Context: an optimization exercise on an open-source flow, tuned for small area. The choices shown serve that exercise and are no tape-out recipe.
At most, simulation tests tie the RTL to the original design; equivalence was not proved.
No activity file was given, so power comes from the tool's default toggle rates.

## Game
module Game(
  input Clk100M,
  input rst,   
  input btnS,  
  input btnU,  
  input btnD,  
  output wire [7:0] seg,
  output wire [3:0] an
 );
clock: 10.0 ns
lec_check: 0
abc_area: 1
cap_margin: 20
core_margin: 2
core_utilization: 40
slew_margin: 20
standard.sh (not shown) runs the stock make flow with config.mk's settings and CLKGATE_MAP_FILE= SYNTH_SCRIPT=/design/flow/synth_recipe.tcl, a recipe that flattens the netlist after the stock synthesis.
==> flow/flow/run.sh <==
#!/bin/bash
# Own layout flow: the standard ORFS flow (standard.sh) with two changes.
#  1. Synthesis maps the combinational logic with a stronger ABC area script
#     (flow/abc_area.script, used through ABC_AREA=1), and adders are left to
#     ABC as plain logic instead of being mapped to half/full adder cells
#     first (ADDER_MAP_FILE empty). Everything else in the synthesis,
#     including how registers are mapped and named, is unchanged.
#  2. Clock tree synthesis without dummy loads and with smaller clock buffers.
# Each step's full output goes to a log file of its own in this folder.
set -euo pipefail
W=$PWD
rm -rf "$W/scripts_abc"
cp -r "$FLOW_HOME/scripts" "$W/scripts_abc"
cp "$W/flow/abc_area.script" "$W/scripts_abc/abc_area.script"
SCRIPTS_DIR="$W/scripts_abc" ADDER_MAP_FILE= bash standard.sh synth > synth.log 2>&1
export CTS_ARGS="-sink_clustering_enable -repair_clock_nets -dont_use_dummy_load -buf_list sky130_fd_sc_hd__clkbuf_8"
bash standard.sh > layout.log 2>&1
==> flow/flow/abc_area.script <==
strash
&get -n
&st
&deepsyn -T 30
&put
dch -f
amap
topo
The baseline finished clean.
Edit:
--- a/flow/flow/run.sh
+++ b/flow/flow/run.sh
@@ -14,4 +14,5 @@
 cp "$W/flow/abc_area.script" "$W/scripts_abc/abc_area.script"
 SCRIPTS_DIR="$W/scripts_abc" ADDER_MAP_FILE= bash standard.sh synth > synth.log 2>&1
-export CTS_ARGS="-sink_clustering_enable -repair_clock_nets -dont_use_dummy_load -buf_list sky130_fd_sc_hd__clkbuf_8"
+export CTS_ARGS="-sink_clustering_enable -repair_clock_nets -dont_use_dummy_load -buf_list sky130_fd_sc_hd__clkbuf_4"
+export BUFFER_PORTS_ARGS="-inputs -outputs -buffer_cell sky130_fd_sc_hd__buf_1"
 bash standard.sh > layout.log 2>&1
Settings changed: CORE_UTILIZATION 40 to 70.
Result: The new run finished clean; clock power is lower by a quarter to a third; synthesized cell count stays the same; global-route usage is higher by 10 points; core utilization is higher by 30 points; via count is higher slightly.

* * *

== alpha ==
Another version of the RTL of Game (not shown whole).
Size in the first run: roughly 950 cells after synthesis, ~17 I/O pins, ~7100 um2 of cells after synthesis.
export LEC_CHECK = 0
export ABC_AREA = 1
export CAP_MARGIN = 20
export CORE_MARGIN = 2
export CORE_UTILIZATION = 40
export SLEW_MARGIN = 20
create_clock -name core_clock -period 10.0 [get_ports {Clk100M}]
run.sh (not shown) runs the stock make flow with config.mk's settings and CLKGATE_MAP_FILE= SYNTH_SCRIPT=/design/flow/synth_recipe.tcl, a recipe that flattens the netlist after the stock synthesis.
Stock flow here: none of the scripts above is used.
What beta does differently from alpha at the input level:
==> flow/flow/run.sh (new file) <==
#!/bin/bash
# Own layout flow: the standard ORFS flow (standard.sh) with two changes.
#  1. Synthesis maps the combinational logic with a stronger ABC area script
#     (flow/abc_area.script, used through ABC_AREA=1). Everything else in the
#     synthesis, including how registers are mapped and named, is unchanged.
#  2. Clock tree synthesis without dummy loads and with smaller clock buffers.
# Each step's full output goes to a log file of its own in this folder.
set -euo pipefail
W=$PWD
rm -rf "$W/scripts_abc"
cp -r "$FLOW_HOME/scripts" "$W/scripts_abc"
cp "$W/flow/abc_area.script" "$W/scripts_abc/abc_area.script"
SCRIPTS_DIR="$W/scripts_abc" bash standard.sh synth > synth.log 2>&1
export CTS_ARGS="-sink_clustering_enable -repair_clock_nets -dont_use_dummy_load -buf_list sky130_fd_sc_hd__clkbuf_8"
bash standard.sh > layout.log 2>&1
==> flow/flow/abc_area.script (new file) <==
strash
&get -n
&st
&deepsyn -T 30
&put
dch -f
amap
topo
==> flow/standard.sh (new file) <==
#!/bin/bash
# synth_recipe.tcl (not shown) runs the flow's synth.tcl, then flattens the netlist and writes it again
# the make line also repeats each setting of config.mk as NAME=value (left out here)
make -C /OpenROAD-flow-scripts/flow DESIGN_CONFIG=/design/flow/config.mk WORK_HOME=/design/flow/orfs CLKGATE_MAP_FILE= SYNTH_SCRIPT=/design/flow/synth_recipe.tcl "${@:-finish}"
removed: flow/run.sh
Notes after the runs:
| final-layout fill cell count | beta vs alpha | 115 lower |
[compare] base=alpha new=beta: share of the clock period used by the worst path after layout has increased, leakage power of the design has decreased, routed wire length has decreased, worst hold slack has increased, actual transition at the worst max-transition pin has decreased.
beta vs alpha, top contributor to total power: registers vs the clock network
Function was not checked in any run of this note: the RTL went through the layout flow alone.

## re-timing with driven ports
How much do the figures lean on ideal ports? The routed layouts below were timed once more, with nothing changed but the port constraints.
Step 1, drivers: a clkbuf_16 drives Clk100M and a buf_2 each remaining input, both assumed.
Step 2, shift: input delay + t, output delay - t, t = (earliest + latest rising clock arrival at the registers) / 2. This alone moves slack from input paths to output paths.
Three values: no drivers, after step 1, after step 2; two values: the first two.
run | shift t [ns] | slack for setup (ns) | clock arrival spread, ns | worst register clock-pin slew, ns | pins driven straight from the clock port
the first run of note 1 | 0.463 | 5.417 / 5.382 / 5.360 | 0.027 / 0.027 | 0.08 / 0.08 | 1
the second run of note 1 | 0.505 | 5.527 / 5.527 / 5.527 | 0.052 / 0.052 | 0.12 / 0.12 | 1
alpha | 0.463 | 5.503 / 5.462 / 5.925 | 0.008 / 0.008 | 0.06 / 0.06 | 1
beta | 0.465 | 5.313 / 5.288 / 5.313 | 0.026 / 0.026 | 0.08 / 0.08 | 1
After both steps every run listed still meets setup and hold. For the first run of note 1, which loses most, drivers alone change the setup slack by -0.035 ns; drivers and shift together by -0.057 ns.
